This design comes from an exercise in tuning for small area, a short achievable clock period and few clock cycles on the open sky130 flow, not from production work. The RTL was checked by simulation tests, not by an equivalence proof against the original design. No activity file was given, so power comes from the tool's default toggle rates.

==> flow/config.mk <==
export PLATFORM = sky130hd
export DESIGN_NAME = datapath
export DESIGN_NICKNAME = datapath
export VERILOG_FILES = /design/flow/design.v
export SDC_FILE = /design/flow/constraint.sdc
export NUM_CORES = 4
export LEC_CHECK = 0
export CAP_MARGIN = 20
export CORE_MARGIN = 2
export CORE_UTILIZATION = 28
export CTS_BUF_LIST = sky130_fd_sc_hd__clkbuf_4 sky130_fd_sc_hd__clkbuf_8
export PLACE_DENSITY = 0.45
export SETUP_SLACK_MARGIN = 4.0
export SLEW_MARGIN = 20
export TNS_END_PERCENT = 5
==> flow/constraint.sdc <==
create_clock -name core_clock -period 8.0 [get_ports {clk}]
set_input_delay 1.6000 -clock core_clock [delete_from_list [all_inputs] [get_ports {clk}]]
set_output_delay 1.6000 -clock core_clock [all_outputs]
set_load 0.01 [all_outputs]
==> flow/design.v <==
`timescale 1ns / 1ps
module datapath (
    input wire clk,
    input wire rst,
    input wire load_Mem,
    input wire [16-1:0] user_inst_write,
    input wire [12-1:0] user_inst_addr,
    input wire user_inst_wen,
    input wire ap_start, resume,
    output wire [16*6-1:0] rf_out,
    output wire [16*12-1:0] mem_out,
    output wire ap_start_debug,
    output wire halt
);
    localparam [3:0] OP_HALT = 4'h0, OP_INC = 4'h1, OP_JMP = 4'h2, OP_JNE = 4'h3,
                     OP_JE = 4'h4, OP_ADD = 4'h5, OP_SUB = 4'h6, OP_XOR = 4'h7,
                     OP_CMP = 4'h8, OP_MOV0 = 4'h9, OP_MOV1 = 4'hA, OP_MOV2 = 4'hB,
                     OP_MOV3 = 4'hC, OP_MOV4 = 4'hD, OP_SADD = 4'hE, OP_NOP = 4'hF;
    localparam [15:0] BUBBLE = 16'hF000;
    reg started, halted, flag;
    reg [6:0] pc;           
    reg [15:0] id;
    reg id_pend;            
    reg [6:0] id_alt_pc;    
    reg [15:0] ir;
    reg ir_pend;
    reg [6:0] ir_alt_pc;
    reg [5:0] sel_n, sel_m;    
    reg [15:0] ld_lo;          
    reg [7:0] ld_hi;           
    reg [6:0] ld_a;            
    reg [15:0] r0, r1, r2, r3, r4, r5;
    assign ap_start_debug = started;
    assign halt = halted;
    assign rf_out = {r5, r4, r3, r2, r1, r0};
    wire [3:0] xop = ir[15:12];
    wire [5:0] xm = ir[5:0];
    wire [15:0] a = ({16{sel_n[0]}} & r0) | ({16{sel_n[1]}} & r1) | ({16{sel_n[2]}} & r2) |
                    ({16{sel_n[3]}} & r3) | ({16{sel_n[4]}} & r4) | ({16{sel_n[5]}} & r5);
    wire [15:0] b = ({16{sel_m[0]}} & r0) | ({16{sel_m[1]}} & r1) | ({16{sel_m[2]}} & r2) |
                    ({16{sel_m[3]}} & r3) | ({16{sel_m[4]}} & r4) | ({16{sel_m[5]}} & r5);
    function [15:0] pfx_add(input [15:0] x, input [15:0] y, input ci);
        reg [4:0] s0, s1;
        reg c;
        integer k;
        begin
            c = ci;
            for (k = 0; k < 4; k = k + 1) begin
                s0 = {1'b0, x[k*4 +: 4]} + {1'b0, y[k*4 +: 4]};
                s1 = {1'b0, x[k*4 +: 4]} + {1'b0, y[k*4 +: 4]} + 5'd1;
                pfx_add[k*4 +: 4] = c ? s1[3:0] : s0[3:0];
                c = c ? s1[4] : s0[4];
            end
        end
    endfunction
    wire [15:0] mrd;    
    wire sb_fwd;
    wire [5:0] r_small = {r5[15:6] == 10'b0, r4[15:6] == 10'b0, r3[15:6] == 10'b0,
                        r2[15:6] == 10'b0, r1[15:6] == 10'b0, r0[15:6] == 10'b0};
    wire ext_a = |(sel_n & r_small) && a[5];
    wire ext_b = |(sel_m & r_small) && b[5];
    wire [15:0] sa = {a[15:6] | {10{ext_a}}, a[5:0]};
    wire [15:0] sb = {b[15:6] | {10{ext_b}}, b[5:0]};
    wire x_eq = (a == b);
    function [7:0] opdec(input [3:0] op);
        opdec = {op == OP_MOV3 || op == OP_MOV4, op == OP_SADD, op == OP_MOV1, op == OP_MOV0,
                 op == OP_XOR, op == OP_SUB, op == OP_ADD, op == OP_INC};
    endfunction
    reg [7:0] xs;
    wire s_inc = xs[0];
    wire s_add = xs[1];
    wire s_sub = xs[2];
    wire s_xor = xs[3];
    wire s_mv0 = xs[4];
    wire s_mv1 = xs[5];
    wire s_sad = xs[6];
    wire s_mem = xs[7];
    wire [15:0] add_a = s_sad ? sa : a;
    wire [15:0] add_b = ({16{s_add}} & b) | ({16{s_sub}} & ~b) | ({16{s_sad}} & sb);
    wire add_c = s_inc || s_sub;
    wire [15:0] sum = pfx_add(add_a, add_b, add_c);
    wire [15:0] res = ({16{s_inc || s_add || s_sub || s_sad}} & sum) | ({16{s_xor}} & (a ^ b)) |
                      ({16{s_mv0}} & {10'b0, xm}) | ({16{s_mv1}} & b) | mrd;
    wire x_rwe = (xop == OP_INC) || (xop == OP_ADD) || (xop == OP_SUB) || (xop == OP_XOR) ||
                 (xop == OP_MOV0) || (xop == OP_MOV1) || (xop == OP_MOV3) || (xop == OP_SADD);
    wire x_mwe = (xop == OP_MOV2) || (xop == OP_MOV4);
    wire [15:0] x_wdata = (xop == OP_MOV2) ? b : mrd;
    wire x_halt = (xop == OP_HALT);
    wire x_cmp = (xop == OP_CMP);
    wire x_sure = (ir[11:6] == ir[5:0]);    
    wire d_halt_now;
    wire mispred;
    wire [6:0] ua = user_inst_addr[6:0];
    wire [6:0] pc1;
    wire can_start = ap_start && !load_Mem && !user_inst_wen;
    wire [15:0] m31;
    wire w31_now = load_Mem || (user_inst_wen && ua == 7'd31);
    wire [6:0] idle_pc = (!w31_now && m31[15:12] == OP_JMP) ? m31[6:0] : 7'd31;
    wire hold_halt = halted && resume && x_halt;
    wire run = !rst && (started ? ((!halted || resume) && !hold_halt) : can_start);
    always @(posedge clk) begin
        if (rst) begin
            started <= 1'b0;
            halted <= 1'b0;
            flag <= 1'b0;
        end else begin
            if (ap_start) started <= 1'b1;
            if (run) halted <= x_halt || d_halt_now;
            else if (halted && resume) halted <= 1'b0;
            if (run && x_cmp) flag <= x_eq;
        end
    end
    wire [15:0] rbus = rst ? 16'h0 : res;
    wire rw = run && x_rwe;
    always @(posedge clk) begin
        if (rst || (rw && sel_n[0])) r0 <= rbus;
        if (rst || (rw && sel_n[1])) r1 <= rbus;
        if (rst || (rw && sel_n[2])) r2 <= rbus;
        if (rst || (rw && sel_n[3])) r3 <= rbus;
        if (rst || (rw && sel_n[4])) r4 <= rbus;
        if (rst || (rw && sel_n[5])) r5 <= rbus;
    end
    reg sb_v;
    reg [6:0] sb_a;
    reg [15:0] sb_d;
    always @(posedge clk) begin
        if (rst)
            sb_v <= 1'b0;
        else
            sb_v <= run && x_mwe;
        sb_a <= a[6:0];
        sb_d <= x_wdata;
    end
    assign sb_fwd = sb_v && (sb_a == ld_a);
    wire [6:0] waddr = started ? sb_a : ua;
    wire wen = !load_Mem && (started ? sb_v : user_inst_wen);
    wire [15:0] wbus = rst ? 16'h0 : (started ? sb_d : user_inst_write);
    wire [15:0] mem [0:127];
    genvar gi;
    generate
        for (gi = 0; gi < 128; gi = gi + 1) begin : g_mem
            localparam PRESET = (gi == 30) || (gi == 31) || (gi == 32) || (gi == 34) || (gi == 36) || (gi == 38);
            reg [15:0] w;
            wire we = rst || (wen && waddr == gi) || (PRESET && load_Mem);
            wire [15:0] d;
            if (PRESET) begin : g_p
                assign d = (load_Mem && !rst) ? gi : wbus;
            end else begin : g_n
                assign d = wbus;
            end
            always @(posedge clk)
                if (we) w <= d;
            assign mem[gi] = w;
        end
    endgenerate
    assign m31 = mem[31];
    assign mem_out = {mem[41], mem[40], mem[39], mem[38], mem[37], mem[36],
                      mem[35], mem[34], mem[33], mem[32], mem[31], mem[30]};
    wire [15:0] grp [0:7];
    genvar gg;
    generate
        for (gg = 0; gg < 8; gg = gg + 1) begin : g_rd
            reg [15:0] acc;
            integer k;
            always @(*) begin
                acc = 16'h0;
                for (k = 0; k < 16; k = k + 1)
                    acc = acc | ({16{ld_lo[k]}} & mem[gg * 16 + k]);
            end
            assign grp[gg] = {16{ld_hi[gg] && s_mem && !sb_fwd}} & acc;
        end
    endgenerate
    assign mrd = grp[0] | grp[1] | grp[2] | grp[3] | grp[4] | grp[5] | grp[6] | grp[7] |
                 ({16{s_mem && sb_fwd}} & sb_d);
    wire [3:0] dop = id[15:12];
    wire [5:0] dn = id[11:6];
    wire [5:0] dm = id[5:0];
    wire d_cmp = (dop == OP_CMP);
    wire d_ld = (dop == OP_MOV3) || (dop == OP_MOV4);
    wire d_sure = (dn == dm);
    assign d_halt_now = started && (dop == OP_HALT) && !halted && !x_halt && !x_mwe && !mispred;
    wire x_wr_dm = x_rwe && (dm < 6'd6) && sel_n[dm[2:0]];
    wire [6:0] fa = a[6:0];
    wire [6:0] fsa = sa[6:0];
    wire [6:0] fsb = sb[6:0];
    wire [6:0] x_lo7 = ({7{s_inc}} & (fa + 7'd1)) | ({7{s_add}} & (fa + b[6:0])) |
                       ({7{s_sub}} & (fa - b[6:0])) | ({7{s_xor}} & (fa ^ b[6:0])) |
                       ({7{s_mv0}} & {1'b0, xm}) | ({7{s_mv1}} & b[6:0]) |
                       ({7{s_sad}} & (fsa + fsb));
    reg [15:0] dv;    
    always @(*) begin
        if (x_wr_dm) dv = {9'b0, x_lo7};
        else case (dm)
            6'd0: dv = r0;
            6'd1: dv = r1;
            6'd2: dv = r2;
            6'd3: dv = r3;
            6'd4: dv = r4;
            6'd5: dv = r5;
            default: dv = 16'h0;
        endcase
    end
    wire stall_ld = d_ld && x_wr_dm && s_mem;
    function [31:0] ohx(input [6:0] x);
        reg [7:0] ol, oh, el, eh;
        begin
            ol = 8'b1 << x[3:1];
            oh = 8'b1 << x[6:4];
            el = x[0] ? {ol[6:0], ol[7]} : ol;
            eh = (x[0] && x[3:1] == 3'd7) ? {oh[6:0], oh[7]} : oh;
            ohx = {eh, el, oh, ol};
        end
    endfunction
    reg [31:0] oh;
    wire [7:0] o_lo = oh[7:0];
    wire [7:0] o_hi = oh[15:8];
    wire [7:0] e_lo = oh[23:16];
    wire [7:0] e_hi = oh[31:24];
    wire [15:0] egrp [0:7];
    wire [15:0] ogrp [0:7];
    generate
        for (gg = 0; gg < 8; gg = gg + 1) begin : g_fr
            reg [15:0] eacc, oacc;
            integer k;
            always @(*) begin
                eacc = 16'h0;
                oacc = 16'h0;
                for (k = 0; k < 8; k = k + 1) begin
                    eacc = eacc | ({16{e_lo[k]}} & mem[(gg * 8 + k) * 2]);
                    oacc = oacc | ({16{o_lo[k]}} & mem[(gg * 8 + k) * 2 + 1]);
                end
            end
            assign egrp[gg] = {16{e_hi[gg]}} & eacc;
            assign ogrp[gg] = {16{o_hi[gg]}} & oacc;
        end
    endgenerate
    wire [15:0] ev = egrp[0] | egrp[1] | egrp[2] | egrp[3] | egrp[4] | egrp[5] | egrp[6] | egrp[7];
    wire [15:0] od = ogrp[0] | ogrp[1] | ogrp[2] | ogrp[3] | ogrp[4] | ogrp[5] | ogrp[6] | ogrp[7];
    wire [15:0] w0 = pc[0] ? od : ev;
    wire [15:0] w1 = pc[0] ? ev : od;
    wire [3:0] op0 = w0[15:12];
    wire [3:0] op1 = w1[15:12];
    wire [6:0] imm0 = w0[6:0];
    wire [6:0] imm1 = w1[6:0];
    assign mispred = ir_pend && x_eq;
    wire isj0 = (op0 == OP_JMP) || (op0 == OP_JNE) || (op0 == OP_JE);
    wire isj1 = (op1 == OP_JMP) || (op1 == OP_JNE) || (op1 == OP_JE);
    wire isc0 = (op0 == OP_JNE) || (op0 == OP_JE);
    wire isc1 = (op1 == OP_JNE) || (op1 == OP_JE);
    wire isn0 = (op0 == OP_NOP);
    wire isn1 = (op1 == OP_NOP);
    wire norm0 = !isj0 && !isn0;
    wire norm1 = !isj1 && !isn1;
    wire cmp0 = (op0 == OP_CMP);
    wire y_cmp = d_cmp || x_cmp;                  
    wire y_sure = d_cmp ? d_sure : x_sure;        
    wire known = !y_cmp || y_sure;
    wire fl = y_cmp ? y_sure : flag;
    wire tk0 = (op0 == OP_JMP) || (op0 == OP_JNE && !fl) || (op0 == OP_JE && fl);
    wire tk1 = (op1 == OP_JMP) || (op1 == OP_JNE && !fl) || (op1 == OP_JE && fl);
    wire sure0 = 1'b0;    
    wire tk1c = (op1 == OP_JMP) || (op1 == OP_JNE && !sure0) || (op1 == OP_JE && sure0);
    wire skip0 = isn0 || (isj0 && !tk0);
    wire wait0 = isc0 && x_cmp && !d_cmp && !x_sure;
    wire wait1 = skip0 && isc1 && x_cmp && !d_cmp && !x_sure;
    wire f_wait = wait0 || wait1;
    wire only0 = norm0 && !cmp0 && isc1 && x_cmp && !d_cmp && !x_sure;
    assign pc1 = pc + 7'd1;
    wire [6:0] pc2 = pc + 7'd2;
    wire c_t0 = isj0 && tk0;
    wire c_s1 = !c_t0 && !skip0 && (norm1 || only0);
    wire c_t1 = !c_t0 && (skip0 ? (isj1 && tk1) : (!norm1 && !only0 && !isn1 && (cmp0 ? tk1c : tk1)));
    wire [15:0] f_ins = c_t0 ? BUBBLE : (skip0 ? (norm1 ? w1 : BUBBLE) : w0);
    wire [6:0] f_pc = c_t0 ? imm0 : (c_t1 ? imm1 : (c_s1 ? pc1 : pc2));
    wire [31:0] f_oh = c_t0 ? ohx(imm0) : (c_t1 ? ohx(imm1) : (c_s1 ? ohx(pc1) : ohx(pc2)));
    reg f_pred;
    reg [6:0] f_alt_pc;
    always @(*) begin
        f_pred = 1'b0;
        f_alt_pc = pc2;
        if (c_t0) begin
            f_pred = isc0 && !known;
            f_alt_pc = pc1;
        end else if (skip0) begin
            f_pred = isc0 && !known;
            f_alt_pc = imm0;
            if (!(isc0 && !known) && isc1 && !known) begin
                f_pred = 1'b1;
                f_alt_pc = tk1 ? pc2 : imm1;
            end
        end else if (!norm1 && !only0 && !isn1) begin
            f_pred = isc1 && (cmp0 ? !sure0 : !known);
            f_alt_pc = c_t1 ? pc2 : imm1;
        end
    end
    wire f_own = norm0 && cmp0;     
    always @(posedge clk) begin
        if (rst) begin
            pc <= 7'd31;
            oh <= ohx(7'd31);
            id <= BUBBLE;
            id_pend <= 1'b0;
            ir <= BUBBLE;
            xs <= 8'b0;
            ir_pend <= 1'b0;
            sel_n <= 6'b0;
            sel_m <= 6'b0;
        end else if (!started && !run) begin
            pc <= idle_pc;
            oh <= ohx(idle_pc);
        end else if (run) begin
            if (mispred) begin
                pc <= ir_alt_pc;
                oh <= ohx(ir_alt_pc);
                id <= BUBBLE;
                id_pend <= 1'b0;
                ir <= BUBBLE;
                xs <= 8'b0;
            xs <= 8'b0;
                ir_pend <= 1'b0;
                sel_n <= 6'b0;
            end else if (stall_ld) begin
                ir <= BUBBLE;
                xs <= 8'b0;
            xs <= 8'b0;
                ir_pend <= 1'b0;
                sel_n <= 6'b0;
            end else begin
                ir <= d_halt_now ? BUBBLE : id;
                xs <= d_halt_now ? 8'b0 : opdec(dop);
                sel_n <= (dn < 6'd6 && !d_halt_now) ? (6'b1 << dn) : 6'b0;
                sel_m <= (dm < 6'd6) ? (6'b1 << dm) : 6'b0;
                ld_a <= dv[6:0];
                ld_lo <= 16'b1 << dv[3:0];
                ld_hi <= 8'b1 << dv[6:4];
                if (!f_wait && f_pred && !f_own && !id_pend) begin
                    ir_pend <= 1'b1;
                    ir_alt_pc <= f_alt_pc;
                end else begin
                    ir_pend <= id_pend;
                    ir_alt_pc <= id_alt_pc;
                end
                if (f_wait) begin
                    id <= BUBBLE;
                    id_pend <= 1'b0;
                end else begin
                    id <= f_ins;
                    id_pend <= f_pred && f_own;
                    id_alt_pc <= f_alt_pc;
                    pc <= f_pc;
                    oh <= f_oh;
                end
            end
        end
    end
endmodule
==> flow/run.sh <==
#!/bin/bash
# synth_recipe.tcl (not shown) runs the flow's synth.tcl, then flattens the netlist and writes it again
# the make line also repeats each setting of config.mk as NAME=value (left out here)
make -C /OpenROAD-flow-scripts/flow DESIGN_CONFIG=/design/flow/config.mk WORK_HOME=/design/flow/orfs CLKGATE_MAP_FILE= SYNTH_SCRIPT=/design/flow/synth_recipe.tcl finish
==> results.toml, run 1 <==
[status]
status = "no timing/DRC/antenna violations"

[timing]
finalSetupViolCount = 0
drv_slew = 0
hold_violations = 0
fin_setup_tns_ns = 0
slew_headroom = 0.03018
period_needed_ns = 5.208
finClkSkew_ns = 0.1278
worst_pin_slew_ns = 1.455
fin_crit_sh = 0.6511
fmax_mhz = 192.0
fin_hold_ws_ns = 0.4852
rsz0062_at_grt = "true"

[logic_synthesis]
synth.avg_cell_area_um2 = 13.56
yosysSeqAreaShare = 0.6519
ys_ff_latch = 2309
synth_edf_count = 2189
synth_flop_cell = "edfxtp_1"
async_flop_share = 0
syn-cell-area_mm2 = 0.1045
yosysUniqueCellTypes = 102
synthCells = 7707
synth_warnings = 1
syn_nets = 7785

[cts]
clk-insertion-delay-late_ns = 1.10
cts_root_buffer = "clkbuf_8"
clockBufferDepth = 4
cts_buffers = 391
clock_sinks = 2309
h-tree-depth = 5
clk_pin_slew_ns = 0.08
cts_tree = "done"

[floorplanning]
die_area_mm2 = 0.3782
die_x_um = 615.0
die_y_um = 615.0
initial_core_util = 0.2810
io_pins = 324
rows = 224
placeableCoreArea_mm2 = 0.3719

[place]
place.gp.congestion = 0.9997
io_buffers = 318
dpl_cell_area_mm2 = 0.1164
place_hpwl_um = 400700

[power]
total_leakage_power_uw = 0.04348
power_density_mw_per_mm2 = 335.0
ir_drop_uv = 220.4

[global_routing]
grt_pass1_wl_um = 813100
grt_pass1_vias = 85860
gr-total-overflow = 0
grt_max_degree = 101
track_usage = 0.3157
antenna_found_initial = 66

[critical_path]
path_max_fanout = 7
max_stage_delay_ns = 0.75
crit_chain = "buf_12, a22oi_2, nand4_1, a2111oi_4, buf_4, nand4_1, and2_4, or4_4, o211a_4, a221oi_4, o21ai_4, mux2_4, a221o_1, mux2_4"
worst_ep_arrival_time_ns = 5.94
cp-end-kind = "flip-flop"
slowest_stage = "nand4_1"
cp.required_ns = 8.73
critPathKind = "flip-flop to flip-flop"
cp-start-kind = "flip-flop"

[hold_path]
hp-class = "flip-flop to flip-flop"

[finish]
fillers = 36130
drive_gt1_frac = 0.2127
stdcell_area_mm2 = 0.1295
nNetsFinal = 8533
area_growth_pct = 23.95

[route]
drt_first_pass_iters = 10
drc = 0
post_drt_wl_per_cell_um = 45.50
vias = 92290
detail-route-antenna-nets = 0
vias_per_cell = 6.705
routed_wl_um = 626300
drtIter0Drc = 17940

[job]
drv_cap = 0
path summary, 6_finish.rpt:
path / from / end / slack (ns) / cells after the start
setup reg to reg: oh[1] / ir_alt_pc[3] / 2.79 / 14
hold reg to reg: flag / flag / 0.49 / 2
hold / removal: flag / flag / 0.49 / 2
setup / recovery: oh[1] / ir_alt_pc[3] / 2.79 / 14
state kept, by name, summed over array words and instances, names as in the netlist, 6 cells and up:
register,flops
g_mem.w,2048
oh,32
id,16
ir,16
ld_lo,16
r0,16
r1,16
r2,16
r3,16
r4,16
r5,16
sb_d,16
ld_hi,8
xs,8
id_alt_pc,7
ir_alt_pc,7
ld_a,7
pc,7
sb_a,7
sel_m,6
sel_n,6
where the power goes:
part / internal [µW] / leakage (µW) / total (µW) / switching, µW
sequential: 15100 / 0.0235 / 16500 / 1380
clock: 5550 / 0.00397 / 10800 / 5210
combinational: 5320 / 0.0161 / 16100 / 10800
Yosys cell counts (13+ instances only):
library cell | count | area share
nor3b_1 | 16 | 0.0011
a211oi_1 | 16 | 0.0011
o221ai_1 | 13 | 0.0011
a41oi_1 | 103 | 0.0086
nand4_1 | 258 | 0.015
edfxtp_1 | 2189 | 0.63
a21o_1 | 28 | 0.0020
xnor2_1 | 52 | 0.0044
mux2i_1 | 91 | 0.0087
ha_1 | 38 | 0.0045
o211ai_1 | 31 | 0.0022
a22o_1 | 340 | 0.028
nor2b_1 | 23 | 0.0014
nand3_1 | 167 | 0.0080
buf_1 | 136 | 0.0049
mux2_2 | 32 | 0.0034
nor4_1 | 24 | 0.0014
a31oi_1 | 86 | 0.0051
a22oi_1 | 1559 | 0.11
o21ai_1 | 13 | 0.00062
and2_1 | 16 | 0.00096
o21ai_0 | 108 | 0.0052
nor3_1 | 72 | 0.0034
or3_1 | 19 | 0.0011
or4_1 | 15 | 0.0011
o22ai_1 | 50 | 0.0030
nor2_1 | 251 | 0.0090
a221oi_1 | 350 | 0.029
o21bai_1 | 127 | 0.0091
inv_1 | 60 | 0.0022
or2_2 | 19 | 0.0011
nand2b_1 | 32 | 0.0019
a21oi_1 | 176 | 0.0084
buf_2 | 41 | 0.0020
and4_1 | 33 | 0.0028
nand2_1 | 209 | 0.0075
a32oi_1 | 26 | 0.0022
buf_6 | 27 | 0.0029
dfxtp_1 | 120 | 0.023
and3_1 | 79 | 0.0047
clkbuf_1 | 459 | 0.016
xor2_1 | 40 | 0.0034
timing repair:
action / 4_1_cts / 5_1_grt
resized for setup: 378 / 134
endpoints found under the setup margin: 1541 / 1779
hold buffers: 0 / 0
pin swaps: 157 / 84
buffers inserted: 217 / 49
cloned: 12 / 1
through the flow:
stage | instances | utilization | power, µW | worst slack (ns)
3_5_place_dp | 12750 | 0.3131 | 29110 | 1.504
3_3_place_gp | 12740 | 0.3125 | 29090 | 1.504
5_1_grt | 13740 | 0.3482 | 44050 | 2.893
4_1_cts | 13670 | 0.3444 | 41860 | 3.066
6_report | 13760 | 0.3483 | 43390 | 2.792
2_1_floorplan | 7707 | - | 22410 | 3.198
critical path: cells and delay by family (launching register included):
kind	cells	cell delay [ns]
AO/OA/AOI/OAI	6	1.69
buffers and inverters	2	0.41
multiplexers	2	0.58
AND/OR/NAND/NOR	4	1.73
flip-flops	1	0.47
area by class of cell:
cell class	count	area, µm²	area share
Multi-Input combinational cell	4668	36910	0.2850
Antenna cell	35	87.58	0.0006761
Tap cell	4972	6221	0.04802
Sequential cell	2309	68240	0.5267
Timing Repair Buffer	1022	10330	0.07978
Clock buffer	523	6466	0.04992
Inverter	63	252.7	0.001951
Clock inverter	172	1031	0.007959
cell usage in the layout (no fill, tap or decap), types with 149 or more instances in the layout:
cell             netlist  routed
edfxtp_1            2189    2189
nand2_1              209     193
clkdlybuf4s50_1        0     316
a22oi_1             1559    1528
a21oi_1              176     149
clkbuf_8               0     407
nand3_1              167     151
nand4_1              258     258
nor2_1               251     224
a221oi_1             350     347
buf_4                  9     521
a22o_1               340     340
routing by layer:
metal | global-route usage | part of all wire | vias up
met5 | 0 | 0.00076 | -
met4 | 0.1984 | 0.076 | 24
met3 | 0.1417 | 0.16 | 1893
met2 | 0.4334 | 0.40 | 8945
met1 | 0.4005 | 0.37 | 47240
li1 | - | - | 34190
logic make-up (layout without fill, tap and decap cells):
group	after synthesis	in the layout	share of synthesized area
muxes	126	126	0.01267
other	0	35	0
adders and majority gates	44	44	0.005698
and+or+nand+nor	1264	1264	0.06384
DFF	2309	2309	0.6519
AOI/OAI and AO/OA	3136	3142	0.2290
xor gates and xnor gates	92	92	0.007710
buffers and inverters	736	1780	0.02920
Testbench counts, summed over its fixed seeds: cycles 28,887.
==> run 2, diff against run 1 <==
--- a/flow/design.v
+++ b/flow/design.v
@@ -30,8 +30,9 @@
     reg [7:0] ld_hi;           
     reg [6:0] ld_a;            
     reg [15:0] r0, r1, r2, r3, r4, r5;
-    assign ap_start_debug = started;
-    assign halt = halted;
+    reg started_o, halted_o;
+    assign ap_start_debug = started_o;
+    assign halt = halted_o;
     assign rf_out = {r5, r4, r3, r2, r1, r0};
     wire [3:0] xop = ir[15:12];
     wire [5:0] xm = ir[5:0];
@@ -102,11 +103,16 @@
         if (rst) begin
             started <= 1'b0;
             halted <= 1'b0;
+            started_o <= 1'b0;
+            halted_o <= 1'b0;
             flag <= 1'b0;
         end else begin
             if (ap_start) started <= 1'b1;
             if (run) halted <= x_halt || d_halt_now;
             else if (halted && resume) halted <= 1'b0;
+            if (run) halted_o <= x_halt || d_halt_now;
+            else if (halted_o && resume) halted_o <= 1'b0;
+            started_o <= started || ap_start;
             if (run && x_cmp) flag <= x_eq;
         end
     end
--- a/flow/config.mk
+++ b/flow/config.mk
@@ -7,7 +7,7 @@
 export LEC_CHECK = 0
 export CAP_MARGIN = 20
 export CORE_MARGIN = 2
-export CORE_UTILIZATION = 28
+export CORE_UTILIZATION = 26
 export CTS_BUF_LIST = sky130_fd_sc_hd__clkbuf_4 sky130_fd_sc_hd__clkbuf_8
 export PLACE_DENSITY = 0.45
 export SETUP_SLACK_MARGIN = 4.0
==> run 2 against run 1 <==
Compared with the run above: still clean; non-clock buffer count up 121; largest cell class unchanged; fmax up 11%; first-iteration DRC count down 7.1%; utilization down 1.5 points; global-route usage down 2.0 points; clock power up 5%; clock skew down 0.016 ns; sequential power down 5%; setup slack better by 0.50 ns; register-to-register slack better by 0.52 ns; critical path type is now primary input to flip-flop; count of clock-buffer cells in the layout down 7.
==> results.toml, run 2 <==
[finish]
top_regs = "g_mem.w: 2048 flops, oh: 32 flops"
area_growth_pct = 27.87
final_cell_mix = "edfxtp_1 (2189), a22oi_1 (1473), buf_4 (558)"
largest_register_ffs = 2048
fillers = 38830
nNetsFinal = 8640
layout_commonest_cell = "edfxtp_1"
multi_input_area_mm2 = 0.03799
drive_gt1_frac = 0.2437
regMostFlops = "g_mem.w"
regArea_mm2 = 0.06828

[route]
drtIter0Drc = 16660
post_drt_wl_per_cell_um = 44.59
vias = 92620
drc = 0
vias_per_cell = 6.532
routed_wl_um = 632200
drt_first_pass_iters = 7
detail-route-antenna-nets = 0

[cts]
clk_pin_slew_ns = 0.06
h-tree-depth = 5
cts_buffers = 397
clock_sinks = 2311
clk-insertion-delay-late_ns = 1.18
cts_hold_buf = 0
clockBufferDepth = 4
cts_root_buffer = "clkbuf_8"
cts_tree = "done"

[timing]
drv_slew = 0
finClkSkew_ns = 0.1121
hold_violations = 0
slew_headroom = 0.1240
rsz0062_at_grt = "true"
fin_setup_tns_ns = 0
period_needed_ns = 4.707
worst_pin_slew_ns = 1.309
fmax_mhz = 212.5
finalSetupViolCount = 0
fin_crit_sh = 0.5884

[critical_path]
cp-start-kind = "primary input"
critPathKind = "primary input to flip-flop"
cp.required_ns = 8.68
cp-end-kind = "flip-flop"
path_max_fanout = 16
worst_ep_arrival_time_ns = 5.39

[logic_synthesis]
yosysTopAreaCellShare = 0.6310
synth_flop_cell = "edfxtp_1"
synth.avg_cell_area_um2 = 13.57
ys_ff_latch = 2311
synth_edf_count = 2189
yosysSeqAreaShare = 0.6544
yosysUniqueCellTypes = 95
async_flop_share = 0
syn_nets = 7754
synth_warnings = 1
synth.area.top_cells = "edfxtp_1 (63%), a22oi_1 (11%), a22o_1 (2.8%)"
syn-cell-area_mm2 = 0.1042
yosys-top-cells-count = "edfxtp_1 (2189), a22oi_1 (1542), clkbuf_1 (415)"
synthCells = 7676
synth.largest_area_cell = "edfxtp_1"
yosys.cell_count.top_type = "edfxtp_1"

[hold_path]
hp-class = "flip-flop to flip-flop"

[global_routing]
grt_pass1_wl_um = 818100
grt_pass1_vias = 85770
gr-total-overflow = 0
track_usage = 0.2955
antenna_found_initial = 46
grt_max_degree = 95

[power]
total_leakage_power_uw = 0.04445
ir_drop_uv = 160.4
fin_total_pwr_uw = 38300
power_density_mw_per_mm2 = 287.5

[floorplanning]
die_area_mm2 = 0.4058
placeableCoreArea_mm2 = 0.3991
initial_core_util = 0.2610
die_x_um = 637.0
die_y_um = 637.0
io_pins = 324
rows = 232

[status]
status = "no timing/DRC/antenna violations"

[place]
place_hpwl_um = 393300
io_buffers = 318
place.gp.congestion = 1.002

[job]
drv_cap = 0
[run 2: kinds of logic after synthesis]
| kind of cell | synth area share |
|---|---|
| AO/OA/AOI/OAI | 0.2331 |
| XOR/XNOR | 0.008071 |
| adder cells (fa/ha/maj) | 0.005717 |
| buffers and inverters | 0.02943 |
| flip-flops | 0.6544 |
| multiplexers | 0.01211 |
| AND/OR/NAND/NOR | 0.05713 |
[run 2: path summary, 6_finish.rpt]
kind | from | endpoint | slack (ns) | cells past startpoint
setup / recovery | user_inst_addr[5] | g_mem[95].w[3] | 3.29 | 5
hold reg to reg | halted_o | halted_o | 0.47 | 1
setup reg to reg | ld_lo[1] | r0[15] | 3.31 | 12
hold / removal | halted_o | halted_o | 0.47 | 1
[run 2: routing by layer]
metal	global-route usage	up-vias	routed length, µm
met5	0.006026	-	227
met4	0.2214	16	59190
met3	0.1052	2148	88950
met2	0.4218	8887	258800
met1	0.3646	47100	225100
li1	-	34470	-
[run 2: timing repair]
item	CTS	global route
setup endpoints to repair	1258	1729
pin swaps	157	88
resized for setup	667	208
buffers inserted	267	85
cloned	17	10
[run 2: report_power, final]
group | total (µW) | switching [µW] | internal [µW]
clock | 11300 | 5370 | 5880
sequential | 15600 | 989 | 14600
combinational | 11400 | 7660 | 3770
[run 2: area by class of cell]
type,instances,area share
sequential,2311,0.5125
multi-input combinational,4647,0.2852
timing repair buffer,1143,0.09050
tap,5265,0.04945
clock buffer,516,0.04833
clock inverter,209,0.01146
inverter,62,0.002038
antenna,26,0.0004884
[run 2: worst max-delay path, cell delays in order]
cell and delay, ns:
clkdlybuf4s50_1 0.62, nand2b_1 0.34, o22ai_1 0.85, nand2_2 0.77, o21ai_4 1.15
[run 2: through the flow]
stage / area [µm²] / util / cells / setup slack, ns / hold slack, ns
floorplan: 104200 / - / 7676 / 3.361 / 0.4456
global placement: 116600 / 0.2920 / 13040 / 1.851 / 0.4584
detailed placement: 116700 / 0.2923 / 13040 / 1.897 / 0.4690
CTS: 131000 / 0.3282 / 14050 / 3.483 / 0.4817
global route: 133200 / 0.3336 / 14160 / 3.472 / 0.5101
finish: 133200 / 0.3338 / 14180 / 3.293 / 0.4680
Testbench counts of run 2, summed over its fixed seeds: cycles 28,887.
==> run 3, diff against run 2 <==
--- a/flow/design.v
+++ b/flow/design.v
@@ -137,9 +137,15 @@
         sb_a <= a[6:0];
         sb_d <= x_wdata;
     end
-    assign sb_fwd = sb_v && (sb_a == ld_a);
-    wire [6:0] waddr = started ? sb_a : ua;
-    wire wen = !load_Mem && (started ? sb_v : user_inst_wen);
+    reg fwd_q;
+    wire d_to_x = run && !mispred && !stall_ld;
+    wire [6:0] ld_a_next = d_to_x ? dv[6:0] : ld_a;
+    always @(posedge clk) fwd_q <= !rst && run && x_mwe && (a[6:0] == ld_a_next);
+    assign sb_fwd = fwd_q;
+    wire [7:0] h_lo = (8'b1 << ua[2:0]) & {8{!started && user_inst_wen && !load_Mem}};
+    wire [15:0] h_hi = 16'b1 << ua[6:3];
+    wire [7:0] c_lo = (8'b1 << sb_a[2:0]) & {8{started && sb_v && !load_Mem}};
+    wire [15:0] c_hi = 16'b1 << sb_a[6:3];
     wire [15:0] wbus = rst ? 16'h0 : (started ? sb_d : user_inst_write);
     wire [15:0] mem [0:127];
     genvar gi;
@@ -147,7 +153,8 @@
         for (gi = 0; gi < 128; gi = gi + 1) begin : g_mem
             localparam PRESET = (gi == 30) || (gi == 31) || (gi == 32) || (gi == 34) || (gi == 36) || (gi == 38);
             reg [15:0] w;
-            wire we = rst || (wen && waddr == gi) || (PRESET && load_Mem);
+            wire we = rst || (h_hi[gi / 8] && h_lo[gi % 8]) || (c_hi[gi / 8] && c_lo[gi % 8]) ||
+                      (PRESET && load_Mem);
             wire [15:0] d;
             if (PRESET) begin : g_p
                 assign d = (load_Mem && !rst) ? gi : wbus;
@@ -267,68 +274,65 @@
     wire sure0 = 1'b0;    
     wire tk1c = (op1 == OP_JMP) || (op1 == OP_JNE && !sure0) || (op1 == OP_JE && sure0);
     wire skip0 = isn0 || (isj0 && !tk0);
-    wire wait0 = isc0 && x_cmp && !d_cmp && !x_sure;
-    wire wait1 = skip0 && isc1 && x_cmp && !d_cmp && !x_sure;
+    wire wait0 = isc0 && !known;
+    wire wait1 = skip0 && isc1 && !known;
     wire f_wait = wait0 || wait1;
-    wire only0 = norm0 && !cmp0 && isc1 && x_cmp && !d_cmp && !x_sure;
+    wire only0 = norm0 && !cmp0 && isc1 && !known;
     assign pc1 = pc + 7'd1;
     wire [6:0] pc2 = pc + 7'd2;
     wire c_t0 = isj0 && tk0;
     wire c_s1 = !c_t0 && !skip0 && (norm1 || only0);
     wire c_t1 = !c_t0 && (skip0 ? (isj1 && tk1) : (!norm1 && !only0 && !isn1 && (cmp0 ? tk1c : tk1)));
-    wire [15:0] f_ins = c_t0 ? BUBBLE : (skip0 ? (norm1 ? w1 : BUBBLE) : w0);
-    wire [6:0] f_pc = c_t0 ? imm0 : (c_t1 ? imm1 : (c_s1 ? pc1 : pc2));
-    wire [31:0] f_oh = c_t0 ? ohx(imm0) : (c_t1 ? ohx(imm1) : (c_s1 ? ohx(pc1) : ohx(pc2)));
-    reg f_pred;
-    reg [6:0] f_alt_pc;
-    always @(*) begin
-        f_pred = 1'b0;
-        f_alt_pc = pc2;
-        if (c_t0) begin
-            f_pred = isc0 && !known;
-            f_alt_pc = pc1;
-        end else if (skip0) begin
-            f_pred = isc0 && !known;
-            f_alt_pc = imm0;
-            if (!(isc0 && !known) && isc1 && !known) begin
-                f_pred = 1'b1;
-                f_alt_pc = tk1 ? pc2 : imm1;
-            end
-        end else if (!norm1 && !only0 && !isn1) begin
-            f_pred = isc1 && (cmp0 ? !sure0 : !known);
-            f_alt_pc = c_t1 ? pc2 : imm1;
-        end
+    wire c_s2 = !c_t0 && !c_t1 && !c_s1;
+    wire i_w0 = !c_t0 && !skip0;                
+    wire i_w1 = !c_t0 && skip0 && norm1;        
+    wire f_own = norm0 && cmp0 && isc1;
+    wire [6:0] f_alt_pc = (op1 == OP_JNE) ? pc2 : imm1;
+    wire idle = !started && !run;
+    wire f_redir = rst || idle || (run && mispred);            
+    wire [6:0] redir_pc = rst ? 7'd31 : (idle ? idle_pc : ir_alt_pc);
+    wire f_adv = run && !mispred && !stall_ld;                 
+    wire f_go = f_adv && !f_wait;                              
+    wire f_keep = !f_redir && !f_go;
+    wire g_t0 = f_go && c_t0;
+    wire g_t1 = f_go && c_t1;
+    wire g_s1 = f_go && c_s1;
+    wire g_s2 = f_go && c_s2;
+    wire [6:0] pc_next = ({7{g_t0}} & imm0) | ({7{g_t1}} & imm1) | ({7{g_s1}} & pc1) |
+                         ({7{g_s2}} & pc2) | ({7{f_redir}} & redir_pc) | ({7{f_keep}} & pc);
+    wire [31:0] oh_next = ({32{g_t0}} & ohx(imm0)) | ({32{g_t1}} & ohx(imm1)) |
+                          ({32{g_s1}} & ohx(pc1)) | ({32{g_s2}} & ohx(pc2)) |
+                          ({32{f_redir}} & ohx(redir_pc)) | ({32{f_keep}} & oh);
+    wire d_w0 = f_go && i_w0;
+    wire d_w1 = f_go && i_w1;
+    wire d_keep = !rst && !(run && mispred) && !f_adv;
+    wire d_bub = !d_w0 && !d_w1 && !d_keep;
+    wire [15:0] id_next = ({16{d_w0}} & w0) | ({16{d_w1}} & w1) | ({16{d_bub}} & BUBBLE) |
+                          ({16{d_keep}} & id);
+    wire id_pend_next = (f_go && f_own) || (d_keep && id_pend);
+    always @(posedge clk) begin
+        pc <= pc_next;
+        oh <= oh_next;
+        id <= id_next;
+        id_pend <= id_pend_next;
+        if (f_go) id_alt_pc <= f_alt_pc;
     end
-    wire f_own = norm0 && cmp0;     
     always @(posedge clk) begin
         if (rst) begin
-            pc <= 7'd31;
-            oh <= ohx(7'd31);
-            id <= BUBBLE;
-            id_pend <= 1'b0;
             ir <= BUBBLE;
             xs <= 8'b0;
             ir_pend <= 1'b0;
             sel_n <= 6'b0;
             sel_m <= 6'b0;
-        end else if (!started && !run) begin
-            pc <= idle_pc;
-            oh <= ohx(idle_pc);
         end else if (run) begin
             if (mispred) begin
-                pc <= ir_alt_pc;
-                oh <= ohx(ir_alt_pc);
-                id <= BUBBLE;
-                id_pend <= 1'b0;
                 ir <= BUBBLE;
                 xs <= 8'b0;
-            xs <= 8'b0;
                 ir_pend <= 1'b0;
                 sel_n <= 6'b0;
             end else if (stall_ld) begin
                 ir <= BUBBLE;
                 xs <= 8'b0;
-            xs <= 8'b0;
                 ir_pend <= 1'b0;
                 sel_n <= 6'b0;
             end else begin
@@ -339,23 +343,8 @@
                 ld_a <= dv[6:0];
                 ld_lo <= 16'b1 << dv[3:0];
                 ld_hi <= 8'b1 << dv[6:4];
-                if (!f_wait && f_pred && !f_own && !id_pend) begin
-                    ir_pend <= 1'b1;
-                    ir_alt_pc <= f_alt_pc;
-                end else begin
-                    ir_pend <= id_pend;
-                    ir_alt_pc <= id_alt_pc;
-                end
-                if (f_wait) begin
-                    id <= BUBBLE;
-                    id_pend <= 1'b0;
-                end else begin
-                    id <= f_ins;
-                    id_pend <= f_pred && f_own;
-                    id_alt_pc <= f_alt_pc;
-                    pc <= f_pc;
-                    oh <= f_oh;
-                end
+                ir_pend <= id_pend;
+                ir_alt_pc <= id_alt_pc;
             end
         end
     end
==> run 3 against run 2 <==
Compared with the run above: first-iteration DRC count increased by 4.0%; hold slack worse by 0.049 ns; via count shrank 2.3%; combinational power rose by 46%; critical endpoint is now r4[12]; largest cell class unchanged; cell area shrank 4.3%; critical path type is now flip-flop to flip-flop; global-route usage fell by 0.23 points; die area fell by 0.86%; sequential power is 3% higher; total power is 14% higher; still clean on timing, DRC and antenna.
==> results.toml, run 3 <==
[timing]
rsz0062_at_grt = "true"
fin_crit_sh = 0.6011
finClkSkew_ns = 0.1102
finalSetupViolCount = 0
worst_pin_slew_ns = 1.326
drv_slew = 0
period_needed_ns = 4.808
fin_setup_tns_ns = 0
hold_violations = 0
slew_headroom = 0.1118
fmax_mhz = 208.0

[finish]
largest_register_ffs = 2048
nNetsFinal = 8249
fillers = 38680
drive_gt1_frac = 0.2043
regArea_mm2 = 0.06830
top_regs = "g_mem.w: 2048 flops, oh: 32 flops"
final_util = 0.3221
multi_input_area_mm2 = 0.03398
area_growth_pct = 23.41
regMostFlops = "g_mem.w"
layout_commonest_cell = "edfxtp_1"
final_cell_mix = "edfxtp_1 (2189), a22oi_1 (1586), buf_4 (503)"

[place]
place.gp.congestion = 0.9738
place_hpwl_um = 379000
io_buffers = 318

[route]
vias_per_cell = 6.573
drt_first_pass_iters = 9
drtIter0Drc = 17340
drc = 0
post_drt_wl_per_cell_um = 44.65
vias = 90490
detail-route-antenna-nets = 0
routed_wl_um = 614700

[logic_synthesis]
async_flop_share = 0
synth_warnings = 1
yosysSeqAreaShare = 0.6603
syn-cell-area_mm2 = 0.1033
synth.area.top_cells = "edfxtp_1 (64%), a22oi_1 (12%), a221oi_1 (2.8%)"
yosysTopAreaCellShare = 0.6365
synth_flop_cell = "edfxtp_1"
yosys.cell_count.top_type = "edfxtp_1"
yosys-top-cells-count = "edfxtp_1 (2189), a22oi_1 (1620), clkbuf_1 (336)"
synth_edf_count = 2189
synth.largest_area_cell = "edfxtp_1"
syn_nets = 7491
synth.avg_cell_area_um2 = 13.93
yosysUniqueCellTypes = 103
ys_ff_latch = 2312
synthCells = 7413

[critical_path]
cp.depth = 10
max_stage_delay_ns = 0.76
slowest_stage = "edfxtp_1"
ff2ff_path_depth = 10
crit_chain = "buf_12, a22o_1, a221oi_1, nand3_1, nor2_1, o22ai_1, nor3_1, nand3_1, a221oi_1, a21oi_4"
crit_buf_inv = 1
cp-end-kind = "flip-flop"
cp.required_ns = 8.86
crit_family = "compound AO/OA/AOI/OAI gates"
cp-start-kind = "flip-flop"
crit-reg2reg-launch = "ld_lo[9]"
reg2reg_to = "r4[12]"
critPathKind = "flip-flop to flip-flop"
regToRegSetupSlack_ns = 3.19
path_max_fanout = 53
worst_ep_arrival_time_ns = 5.67

[cts]
clk_pin_slew_ns = 0.07
clockBufferDepth = 4
cts_hold_buf = 0
cts_tree = "done"
h-tree-depth = 5
clk-insertion-delay-late_ns = 1.17
cts_buffers = 402
cts_root_buffer = "clkbuf_8"
clock_sinks = 2312

[floorplanning]
die_area_mm2 = 0.4023
rows = 231
initial_core_util = 0.2610
die_y_um = 634.3
placeableCoreArea_mm2 = 0.3957
io_pins = 324
die_x_um = 634.3

[power]
total_leakage_power_uw = 0.04281
ir_drop_uv = 261.7
power_density_mw_per_mm2 = 343.8

[hold_path]
whs_path_depth = 0
hp-class = "flip-flop to flip-flop"
holdPathEnd = "ir_alt_pc[0]"
hp-start = "id_alt_pc[0]"

[global_routing]
track_usage = 0.2931
grt_pass1_wl_um = 798400
grt_max_degree = 97
gr-total-overflow = 0
antenna_found_initial = 63
grt_pass1_vias = 83670

[status]
status = "no timing/DRC/antenna violations"

[job]
drv_cap = 0
run 3: cell types whose count changed in the layout (fill, tap and decap cells not counted), sizes merged, moves of 51 or more:
cell and change:
a221o +133, o21ai -174, buf -160, a22oi +80, a21oi -56, nand4 +102
a41oi -90, nand2 -82, a31oi -51
run 3: where the power goes:
part           leakage, µW  total, µW  switching, µW  internal [µW]
logic               0.0151      16700          11900           4800
clock network      0.00421      11200           5380           5800
registers           0.0235      16000           1210          14700
run 3: repair_timing:
item                                    4_1_cts  5_1_grt
gates resized for setup                     342       32
cloned                                       27        0
buffers inserted                            224        8
endpoints found under the setup margin      407      622
pin swaps                                   111        8
run 3: worst max path at each step:
stage	from	endpoint	slack [ns]
2_1_floorplan	r2[9]	r0[15]	3.76
3_3_place_gp	user_inst_wen	oh[27]	1.49
3_5_place_dp	user_inst_wen	oh[27]	1.57
4_1_cts	r2[10]	r0[15]	3.42
5_1_grt	r2[11]	r0[13]	3.26
6_report	ld_lo[9]	r4[12]	3.19
run 3: cell type report:
cell class	instances	area share
clock inverter	199	0.01111
tap	5242	0.05146
timing repair buffer	989	0.08103
sequential	2312	0.5359
clock buffer	522	0.05112
inverter	65	0.002071
antenna	37	0.0007264
multi-input combinational	4401	0.2666
run 3: through the flow:
stage | setup slack [ns] | instance area, µm² | instances | power [µW] | hold WS, ns
6_report | 3.192 | 127500 | 13770 | 43820 | 0.4190
5_1_grt | 3.257 | 127400 | 13740 | 44130 | 0.4215
4_1_cts | 3.423 | 127000 | 13720 | 42600 | 0.4197
3_5_place_dp | 1.566 | 114500 | 12750 | 29440 | 0.4057
3_3_place_gp | 1.495 | 114400 | 12740 | 29440 | 0.4011
2_1_floorplan | 3.758 | 103500 | 7413 | 21750 | 0.4003
run 3: metal layers:
layer | GRT usage | up-vias | share of wire
li1 | - | 33350 | -
met1 | 0.3619 | 46350 | 0.36
met2 | 0.4149 | 8813 | 0.41
met3 | 0.1181 | 1938 | 0.15
met4 | 0.2031 | 38 | 0.083
met5 | 0.006159 | - | 0.00092
run 3: kinds of logic (layout without fill, tap and decap cells):
kind of cell | count (synthesis) | after routing | synth area share
buf+inv | 701 | 1775 | 0.02872
simple gates | 1198 | 1198 | 0.06249
fa+ha+maj | 44 | 44 | 0.005767
other cells | 0 | 37 | 0
xor+xnor | 90 | 90 | 0.007766
compound gates | 2995 | 2996 | 0.2273
flops | 2312 | 2312 | 0.6603
mux | 73 | 73 | 0.007608
Testbench counts of run 3, summed over its fixed seeds: cycles 28,899.
==> run 4, diff against run 3 <==
--- a/flow/design.v
+++ b/flow/design.v
@@ -138,9 +138,14 @@
         sb_d <= x_wdata;
     end
     reg fwd_q;
-    wire d_to_x = run && !mispred && !stall_ld;
-    wire [6:0] ld_a_next = d_to_x ? dv[6:0] : ld_a;
+    wire ld_take = run && !stall_ld;
+    wire [6:0] ld_a_next = ld_take ? dv[6:0] : ld_a;
     always @(posedge clk) fwd_q <= !rst && run && x_mwe && (a[6:0] == ld_a_next);
+    always @(posedge clk) begin
+        ld_a <= ld_a_next;
+        ld_lo <= 16'b1 << ld_a_next[3:0];
+        ld_hi <= 8'b1 << ld_a_next[6:4];
+    end
     assign sb_fwd = fwd_q;
     wire [7:0] h_lo = (8'b1 << ua[2:0]) & {8{!started && user_inst_wen && !load_Mem}};
     wire [15:0] h_hi = 16'b1 << ua[6:3];
@@ -340,9 +345,6 @@
                 xs <= d_halt_now ? 8'b0 : opdec(dop);
                 sel_n <= (dn < 6'd6 && !d_halt_now) ? (6'b1 << dn) : 6'b0;
                 sel_m <= (dm < 6'd6) ? (6'b1 << dm) : 6'b0;
-                ld_a <= dv[6:0];
-                ld_lo <= 16'b1 << dv[3:0];
-                ld_hi <= 8'b1 << dv[6:4];
                 ir_pend <= id_pend;
                 ir_alt_pc <= id_alt_pc;
             end
==> run 4 against run 3 <==
Compared with the run above: hold slack worse by 0.028 ns; combinational power decreased by 6%; largest power group is now registers; synthesized cell count decreased by 1.1%; global-route usage is 0.58 points lower; critical path depth is 2 lower; synthesized area is 0.63% lower; utilization hardly changed; via count fell by 2.2%.
==> results.toml, run 4 <==
[finish]
drive_gt1_frac = 0.2059
multi_input_area_mm2 = 0.03418
top_regs = "g_mem.w: 2048 flops, oh: 32 flops"
layout_commonest_cell = "edfxtp_1"
final_util = 0.3219
final_cell_mix = "edfxtp_1 (2158), a22oi_1 (1515), buf_4 (469)"
largest_register_ffs = 2048
regMostFlops = "g_mem.w"
area_growth_pct = 23.22
regArea_mm2 = 0.06804
fillers = 38630
nNetsFinal = 8108

[place]
place.gp.congestion = 0.9820
io_buffers = 318
place_hpwl_um = 376300

[global_routing]
track_usage = 0.2873
grt_pass1_wl_um = 782400
antenna_found_initial = 59
grt_pass1_vias = 82460
gr-total-overflow = 0
grt_max_degree = 97

[timing]
worst_pin_slew_ns = 1.364
rsz0062_at_grt = "true"
hold_violations = 0
fin_setup_tns_ns = 0
fmax_mhz = 207.4
finClkSkew_ns = 0.1538
period_needed_ns = 4.821
slew_headroom = 0.07902
finalSetupViolCount = 0
drv_slew = 0
fin_crit_sh = 0.6027

[floorplanning]
initial_core_util = 0.2613
die_y_um = 632.3
io_pins = 324
die_x_um = 632.3
die_area_mm2 = 0.3997
rows = 230
placeableCoreArea_mm2 = 0.3928

[critical_path]
worst_ep_arrival_time_ns = 5.56
crit-reg2reg-launch = "ld_lo[7]"
crit_chain = "buf_4, a221oi_1, and3_1, a31oi_1, a311o_1, a2111oi_2, buf_4, a31oi_1"
slowest_stage = "dfxtp_4"
path_max_fanout = 28
critPathKind = "flip-flop to flip-flop"
cp-end-kind = "flip-flop"
max_stage_delay_ns = 0.87
cp-start-kind = "flip-flop"
setup.worst_path.start = "ld_lo[7]"
cp.required_ns = 8.74

[power]
total_leakage_power_uw = 0.04129
power_density_mw_per_mm2 = 341.2
ir_drop_uv = 247.8

[logic_synthesis]
ys_ff_latch = 2312
synthCells = 7333
async_flop_share = 0
syn_nets = 7411
yosysUniqueCellTypes = 100
synth_warnings = 1
synth.largest_area_cell = "edfxtp_1"
syn-cell-area_mm2 = 0.1026
yosysSeqAreaShare = 0.6615
yosys-top-cells-count = "edfxtp_1 (2158), a22oi_1 (1530), a221oi_1 (350)"
yosys.cell_count.top_type = "edfxtp_1"
synth_flop_cell = "edfxtp_1"
yosysTopAreaCellShare = 0.6315
synth.avg_cell_area_um2 = 13.99
synth.area.top_cells = "edfxtp_1 (63%), a22oi_1 (11%), dfxtp_1 (3.0%)"
synth_edf_count = 2158

[cts]
clock_sinks = 2312
h-tree-depth = 5
cts_buffers = 396
cts_tree = "done"
cts_root_buffer = "clkbuf_8"
clk-insertion-delay-late_ns = 1.21
cts_hold_buf = 0
clk_pin_slew_ns = 0.05
clockBufferDepth = 4

[route]
post_drt_wl_per_cell_um = 44.06
drt_first_pass_iters = 8
routed_wl_um = 599600
vias = 88460
drc = 0
vias_per_cell = 6.501
drtIter0Drc = 16040
detail-route-antenna-nets = 0

[job]
drv_cap = 0

[hold_path]
hp-start = "id_alt_pc[4]"
hp-class = "flip-flop to flip-flop"

[status]
status = "no timing/DRC/antenna violations"
## run 4: metrics by stage
step | instance area, µm² | cells | worst slack, ns | hold slack [ns] | total power [µW]
6_report | 126400 | 13610 | 3.179 | 0.3913 | 43140
5_1_grt | 126400 | 13580 | 3.317 | 0.4032 | 43590
4_1_cts | 125700 | 13530 | 3.380 | 0.3964 | 42040
3_5_place_dp | 113900 | 12620 | 1.723 | 0.4045 | 29100
3_3_place_gp | 113800 | 12620 | 1.832 | 0.4058 | 29160
2_1_floorplan | 102900 | 7333 | 3.781 | 0.4003 | 21410
## run 4: cell families after synthesis
logic type / count (synthesis) / synth area share
adders and majority gates: 44 / 0.005804
AOI/OAI and AO/OA: 3053 / 0.2338
muxes: 78 / 0.008803
DFF: 2312 / 0.6615
xor gates and xnor gates: 87 / 0.007559
buffers and inverters: 677 / 0.02688
and+or+nand+nor: 1082 / 0.05563
## run 4: worst paths after layout
check	to	slack, ns	cells past startpoint
max	r3[6]	3.18	8
min	ir_alt_pc[4]	0.39	0
min reg2reg	ir_alt_pc[4]	0.39	0
max reg2reg	r3[6]	3.18	8
## run 4: what timing repair did
item,CTS,global route
setup endpoints to repair,284,264
cloned,6,1
gates resized for setup,280,56
pin swaps,59,40
setup buffers,181,44
## run 4: power by group
part | switching, µW | internal, µW
Sequential | 1370 | 14500
Clock | 5400 | 6240
Combinational | 11300 | 4420
Total | 18000 | 25100
## run 4: layout make-up
| type | instances | area share |
|---|---|---|
| Antenna cell | 28 | 0.0005541 |
| Clock buffer | 524 | 0.05115 |
| Clock inverter | 203 | 0.01437 |
| Inverter | 56 | 0.001900 |
| Multi-Input combinational cell | 4347 | 0.2703 |
| Sequential cell | 2312 | 0.5381 |
| Tap cell | 5220 | 0.05165 |
| Timing Repair Buffer | 917 | 0.07202 |
## run 4: critical path, delay by kind of cell, from the launching register on
kind / cells / cell delay, ns
compound gates: 5 / 2.31
buf+inv: 2 / 0.93
flops: 1 / 0.87
simple gates: 1 / 0.20
## run 4: per-layer routing
metal,global-route usage,part of all wire,up-vias
li1,-,-,33000
met1,0.3518,0.36,45180
met2,0.4200,0.42,8280
met3,0.1065,0.14,1954
met4,0.1946,0.084,48
met5,0,0.00063,-
Testbench counts of run 4, summed over its fixed seeds: cycles 28,899.
==> run 5, diff against run 4 <==
--- a/flow/config.mk
+++ b/flow/config.mk
@@ -10,6 +10,6 @@
 export CORE_UTILIZATION = 26
 export CTS_BUF_LIST = sky130_fd_sc_hd__clkbuf_4 sky130_fd_sc_hd__clkbuf_8
 export PLACE_DENSITY = 0.45
-export SETUP_SLACK_MARGIN = 4.0
+export SETUP_SLACK_MARGIN = 4.5
 export SLEW_MARGIN = 20
 export TNS_END_PERCENT = 5
==> run 5 against run 4 <==
Compared with the run above: sequential cell count stayed put; die area did not move; critical endpoint is now oh[15]; non-clock buffer count increased by 178; utilization increased by 0.79 points; cell area grew 2.5%; total power increased by 2.9%; count of clock-buffer cells in the layout is 16 lower.
==> results.toml, run 5 <==
[hold_path]
hp-class = "flip-flop to flip-flop"

[logic_synthesis]
synth_flop_cell = "edfxtp_1"
yosysUniqueCellTypes = 100
yosys-top-cells-count = "edfxtp_1 (2158), a22oi_1 (1530), a221oi_1 (350)"
synth.avg_cell_area_um2 = 13.99
ys_ff_latch = 2312
async_flop_share = 0
syn_nets = 7411
synth_warnings = 1
synthCells = 7333
yosys.cell_count.top_type = "edfxtp_1"
yosysSeqAreaShare = 0.6615
syn-cell-area_mm2 = 0.1026
yosysTopAreaCellShare = 0.6315
synth.largest_area_cell = "edfxtp_1"
synth.area.top_cells = "edfxtp_1 (63%), a22oi_1 (11%), dfxtp_1 (3.0%)"
synth_edf_count = 2158

[global_routing]
grt_pass1_wl_um = 792600
gr-total-overflow = 0
antenna_found_initial = 81
grt_max_degree = 97
track_usage = 0.2921
grt_pass1_vias = 83810

[critical_path]
cp-start-kind = "flip-flop"
crit_path_end = "oh[15]"
worst_ep_arrival_time_ns = 5.68
cp-end-kind = "flip-flop"
critPathKind = "flip-flop to flip-flop"
regToRegSetupSlack_ns = 3.35
reg2reg_to = "oh[15]"
path_max_fanout = 7
cp.required_ns = 9.03
setup.worst_path.start = "oh[18]"
ff2ff_path_depth = 17
crit-reg2reg-launch = "oh[18]"

[route]
drtIter0Drc = 17770
wl_met2_um = 255800
vias_per_cell = 6.577
detail-route-antenna-nets = 0
post_drt_wl_per_cell_um = 44.98
met1_length_um = 216000
routed_wl_um = 620500
vias = 90730
drc = 0
drt_first_pass_iters = 9
wl_met3_um = 90720
highest_layer = "met5"

[power]
power_density_mw_per_mm2 = 342.5
ir_drop_uv = 227.2
total_leakage_power_uw = 0.04261
power_frac_seq = 0.353
swShare = 0.4239
power.share.clock = 0.257
power_frac_comb = 0.390
p_int_uw = 25560
p_sw_uw = 18810

[finish]
finalNonFillerCells = 13790
top_regs = "g_mem.w: 2048 flops, oh: 32 flops"
area_growth_pct = 26.24
largest_register_ffs = 2048
drive_gt1_frac = 0.2369
final_cell_mix = "edfxtp_1 (2158), a22oi_1 (1490), buf_4 (561)"
layout_commonest_cell = "edfxtp_1"
regMostFlops = "g_mem.w"
nNetsFinal = 8281
fillers = 38350

[cts]
cts_hold_buf = 0
cts_buffers = 394
clock_sinks = 2312
cts_tree = "done"
clk_pin_slew_ns = 0.07
cts_root_buffer = "clkbuf_8"
h-tree-depth = 5
clk-insertion-delay-late_ns = 1.21
clockBufferDepth = 4

[status]
status = "no timing/DRC/antenna violations"

[floorplanning]
placeableCoreArea_mm2 = 0.3928
die_x_um = 632.3
initial_core_util = 0.2613
rows = 230
die_area_mm2 = 0.3997
die_y_um = 632.3
io_pins = 324

[timing]
period_needed_ns = 4.650
fmax_mhz = 215.0
setup_ws_ns = 3.350
fin_crit_sh = 0.5813
finClkSkew_ns = 0.1063
fin_setup_tns_ns = 0
slew_headroom = 0.08361
drv_slew = 0
finalSetupViolCount = 0
worst_pin_slew_ns = 1.375
hold_violations = 0
rsz0062_at_grt = "true"

[place]
place_hpwl_um = 383100
place_ws_ns = 1.743
place.gp.congestion = 0.9977
io_buffers = 318
dp_cells = 12640

[job]
drv_cap = 0
-- run 5: cell counts after synthesis --
Identical to the previous run, type by type.
-- run 5: worst min path at each step --
stage	from	to	slack, ns	depth (start not counted)
floorplan	id_alt_pc[0]	ir_alt_pc[0]	0.40	0
global placement	id_alt_pc[4]	ir_alt_pc[4]	0.40	0
detailed placement	id_alt_pc[3]	ir_alt_pc[3]	0.41	0
CTS	id_alt_pc[4]	ir_alt_pc[4]	0.41	0
global route	id_alt_pc[1]	ir_alt_pc[1]	0.42	0
finish	id_alt_pc[4]	ir_alt_pc[4]	0.41	0
-- run 5: final cells by class --
class	count	area (µm²)	area share
repair buffers	1095	11210	0.08649
clock inverters	220	1782	0.01375
multi-input cells	4344	35290	0.2724
diodes	39	97.59	0.0007533
flip-flops and latches	2312	68040	0.5252
well taps	5220	6531	0.05041
clock buffers	508	6372	0.04919
inverters	56	237.7	0.001835
-- run 5: stage by stage --
step	hold WS [ns]	utilization	power, µW	area [µm²]
floorplan	0.4003	-	21410	102900
global placement	0.4021	0.2900	29340	113900
detailed placement	0.4052	0.2901	29320	113900
CTS	0.4051	0.3233	42480	127000
global route	0.4213	0.3296	44660	129500
finish	0.4066	0.3298	44380	129600
-- run 5: worst max-delay path, cell delays in order, from the launching register on --
cell       delay, ns
dfxtp_4         0.42
buf_12          0.19
a22oi_2         0.15
nand4_1         0.68
a2111oi_4       0.63
buf_12          0.20
nand4_1         0.20
buf_4           0.25
nand2_4         0.09
buf_12          0.11
buf_4           0.09
a311o_1         0.24
o2111ai_1       0.15
or3_4           0.51
buf_6           0.16
buf_6           0.12
buf_6           0.11
o31ai_1         0.17
-- run 5: metal layers --
metal,up-vias,global-route usage
met5,-,0.0007246
met4,66,0.2110
met3,2276,0.1095
met2,8984,0.4244
met1,45990,0.3541
li1,33410,-
-- run 5: kinds of logic after synthesis --
logic type / Yosys count / share of synthesized area
AOI/OAI and AO/OA: 3053 / 0.2338
xor gates and xnor gates: 87 / 0.007559
adders and majority gates: 44 / 0.005804
buffers and inverters: 677 / 0.02688
DFF: 2312 / 0.6615
muxes: 78 / 0.008803
and+or+nand+nor: 1082 / 0.05563
-- run 5: power groups by stage --
stage / registers (µW) / logic (µW) / clock network, µW
after floorplan: 15100 / 6290 / 0
after global placement: 16200 / 13100 / 0
after detailed placement: 16200 / 13100 / 0
after CTS: 15700 / 15300 / 11500
after global routing: 15700 / 17000 / 12000
final: 15700 / 17300 / 11400
-- run 5: repair_timing --
item,CTS,global route
setup buffers,233,136
endpoints found under the setup margin,1096,2100
resized for setup,428,219
cloned,9,6
pin swaps,114,114
==> run 6, diff against run 5 <==
--- a/flow/config.mk
+++ b/flow/config.mk
@@ -10,6 +10,6 @@
 export CORE_UTILIZATION = 26
 export CTS_BUF_LIST = sky130_fd_sc_hd__clkbuf_4 sky130_fd_sc_hd__clkbuf_8
 export PLACE_DENSITY = 0.45
-export SETUP_SLACK_MARGIN = 4.5
+export SETUP_SLACK_MARGIN = 5.0
 export SLEW_MARGIN = 20
 export TNS_END_PERCENT = 5
==> run 6 against run 5 <==
Compared with the run above: clock skew decreased by 0.015 ns; utilization increased by 0.55 points; still clean on timing, DRC and antenna; hold slack improved by 0.0051 ns; first-iteration DRC count increased by 1.1%; cell area increased by 1.7%; register-to-register slack improved by 0.06 ns; critical endpoint is now oh[28]; count of clock-buffer cells in the layout unchanged; global-route usage increased by 0.61 points; setup slack improved by 0.056 ns; fmax increased by 1.2%.
==> results.toml, run 6 <==
[status]
status = "no timing/DRC/antenna violations"

[route]
drtIter0Drc = 17970
routed_wl_um = 629900
post_drt_wl_per_cell_um = 45.29
vias_per_cell = 6.574
drt_first_pass_iters = 12
vias = 91450
detail-route-antenna-nets = 0
drc = 0

[logic_synthesis]
synth.avg_cell_area_um2 = 13.99
async_flop_share = 0
yosysUniqueCellTypes = 100
synth_flop_cell = "edfxtp_1"
synth_edf_count = 2158
synth.largest_area_cell = "edfxtp_1"
yosys-top-cells-count = "edfxtp_1 (2158), a22oi_1 (1530), a221oi_1 (350)"
synthCells = 7333
yosysSeqAreaShare = 0.6615
syn-cell-area_mm2 = 0.1026
syn_nets = 7411
synth.area.top_cells = "edfxtp_1 (63%), a22oi_1 (11%), dfxtp_1 (3.0%)"
yosys.cell_count.top_type = "edfxtp_1"
ys_ff_latch = 2312
yosysTopAreaCellShare = 0.6315
synth_warnings = 1

[power]
swShare = 0.4250
ir_drop_uv = 213.9
power.share.clock = 0.254
power_frac_seq = 0.345
p_sw_uw = 19120
power_frac_comb = 0.401
p_int_uw = 25870
power_density_mw_per_mm2 = 341.6
total_leakage_power_uw = 0.04364

[global_routing]
antenna_found_initial = 66
grt_pass1_vias = 84670
gr-total-overflow = 0
grt_pass1_wl_um = 807000
track_usage = 0.2982
grt_max_degree = 97

[timing]
worst_pin_slew_ns = 1.328
fmax_mhz = 217.7
fin_crit_sh = 0.5743
finalSetupViolCount = 0
hold_violations = 0
finClkSkew_ns = 0.09175
fin_hold_ws_ns = 0.4117
fin_setup_tns_ns = 0
slew_headroom = 0.1031
period_needed_ns = 4.594
drv_slew = 0
rsz0062_at_grt = "true"

[floorplanning]
rows = 230
die_y_um = 632.3
die_area_mm2 = 0.3997
placeableCoreArea_mm2 = 0.3928
io_pins = 324
die_x_um = 632.3
initial_core_util = 0.2613

[finish]
regMostFlops = "g_mem.w"
fillers = 38210
layout_commonest_cell = "edfxtp_1"
nNetsFinal = 8389
final_cell_mix = "edfxtp_1 (2158), a22oi_1 (1488), buf_4 (598)"
largest_register_ffs = 2048
top_regs = "g_mem.w: 2048 flops, oh: 32 flops"
area_growth_pct = 28.35
drive_gt1_frac = 0.2541

[critical_path]
ff2ff_path_depth = 13
reg2reg_to = "oh[28]"
cp.required_ns = 8.97
critPathKind = "flip-flop to flip-flop"
setup.worst_path.start = "oh[2]"
cp-end-kind = "flip-flop"
crit_path_end = "oh[28]"
cp-start-kind = "flip-flop"
regToRegSetupSlack_ns = 3.41
worst_ep_arrival_time_ns = 5.57
path_max_fanout = 18
crit-reg2reg-launch = "oh[2]"

[cts]
clk_pin_slew_ns = 0.07
cts_buffers = 394
cts_tree = "done"
clk-insertion-delay-late_ns = 1.16
clockBufferDepth = 4
cts_root_buffer = "clkbuf_8"
clock_sinks = 2312
h-tree-depth = 5

[place]
io_buffers = 318
place_hpwl_um = 383100
place.gp.congestion = 0.9977

[hold_path]
hp-class = "flip-flop to flip-flop"

[job]
drv_cap = 0
-- run 6: layout make-up --
class | instances | area (µm²) | share of cell area
sequential | 2312 | 68040 | 0.5166
multi-input combinational | 4346 | 35840 | 0.2721
timing repair buffer | 1201 | 12790 | 0.09714
tap | 5220 | 6531 | 0.04959
clock buffer | 508 | 6372 | 0.04838
clock inverter | 220 | 1782 | 0.01353
inverter | 56 | 232.7 | 0.001767
antenna | 47 | 117.6 | 0.0008929
-- run 6: kinds of logic after synthesis --
logic type      Yosys count  share of synthesized area
simple gates           1082                    0.05563
xor+xnor                 87                   0.007559
mux                      78                   0.008803
flops                  2312                     0.6615
fa+ha+maj                44                   0.005804
compound gates         3053                     0.2338
buf+inv                 677                    0.02688
-- run 6: power by group through the flow --
stage	Combinational [µW]	Clock, µW	Sequential (µW)
5_1_grt	17700	12000	15600
4_1_cts	16000	11500	15600
2_1_floorplan	6290	0	15100
6_report	18000	11400	15500
3_5_place_dp	13100	0	16200
3_3_place_gp	13100	0	16200
-- run 6: how the worst min path moves through the flow --
stage                 startpoint      endpoint  slack [ns]  cells after the start
CTS                 id_alt_pc[4]  ir_alt_pc[4]        0.41                      0
global route        id_alt_pc[1]  ir_alt_pc[1]        0.42                      0
finish              id_alt_pc[3]  ir_alt_pc[3]        0.41                      0
floorplan           id_alt_pc[0]  ir_alt_pc[0]        0.40                      0
global placement    id_alt_pc[4]  ir_alt_pc[4]        0.40                      0
detailed placement  id_alt_pc[3]  ir_alt_pc[3]        0.41                      0
-- run 6: repair_timing --
item / CTS / global route
buffers inserted: 334 / 127
hold buffers: 0 / 0
gates resized for setup: 586 / 271
endpoints found under the setup margin: 3434 / 3666
cloned: 19 / 11
pin swaps: 157 / 116
-- run 6: critical path, stage by stage (launching register included) --
cell,delay (ns)
dfxtp_4,0.43
buf_4,0.32
buf_4,0.33
a22oi_1,0.22
nand4_1,0.57
a2111oi_4,0.63
and3_4,0.39
mux2i_4,0.17
inv_1,0.27
nor3_1,0.10
a31o_2,0.22
a221oi_1,0.29
o21ai_0,0.14
a211o_1,0.30
-- run 6: metal layers --
| layer | up-vias | part of all wire | GRT usage |
|---|---|---|---|
| li1 | 33650 | - | - |
| met1 | 46470 | 0.35 | 0.3612 |
| met2 | 8990 | 0.41 | 0.4348 |
| met3 | 2289 | 0.15 | 0.1097 |
| met4 | 50 | 0.092 | 0.2159 |
| met5 | - | 0.00069 | 0.002415 |
-- run 6: through the flow --
| stage | std cells | instance area [µm²] | utilization | power (µW) | worst slack (ns) |
|---|---|---|---|---|---|
| 5_1_grt | 13890 | 131700 | 0.3352 | 45220 | 3.421 |
| 3_5_place_dp | 12640 | 113900 | 0.2901 | 29320 | 1.743 |
| 2_1_floorplan | 7333 | 102900 | - | 21410 | 3.781 |
| 4_1_cts | 13720 | 128900 | 0.3282 | 43080 | 3.593 |
| 6_report | 13910 | 131700 | 0.3353 | 44990 | 3.406 |
| 3_3_place_gp | 12640 | 113900 | 0.2900 | 29340 | 1.866 |

Setup slack of run 6, layout unchanged: 3.406 ns with ideal ports, 3.406 ns with driving cells assumed (clock clkbuf_16, inputs buf_2), 2.189 ns with port delays also shifted by the 1.233 ns mid clock arrival.
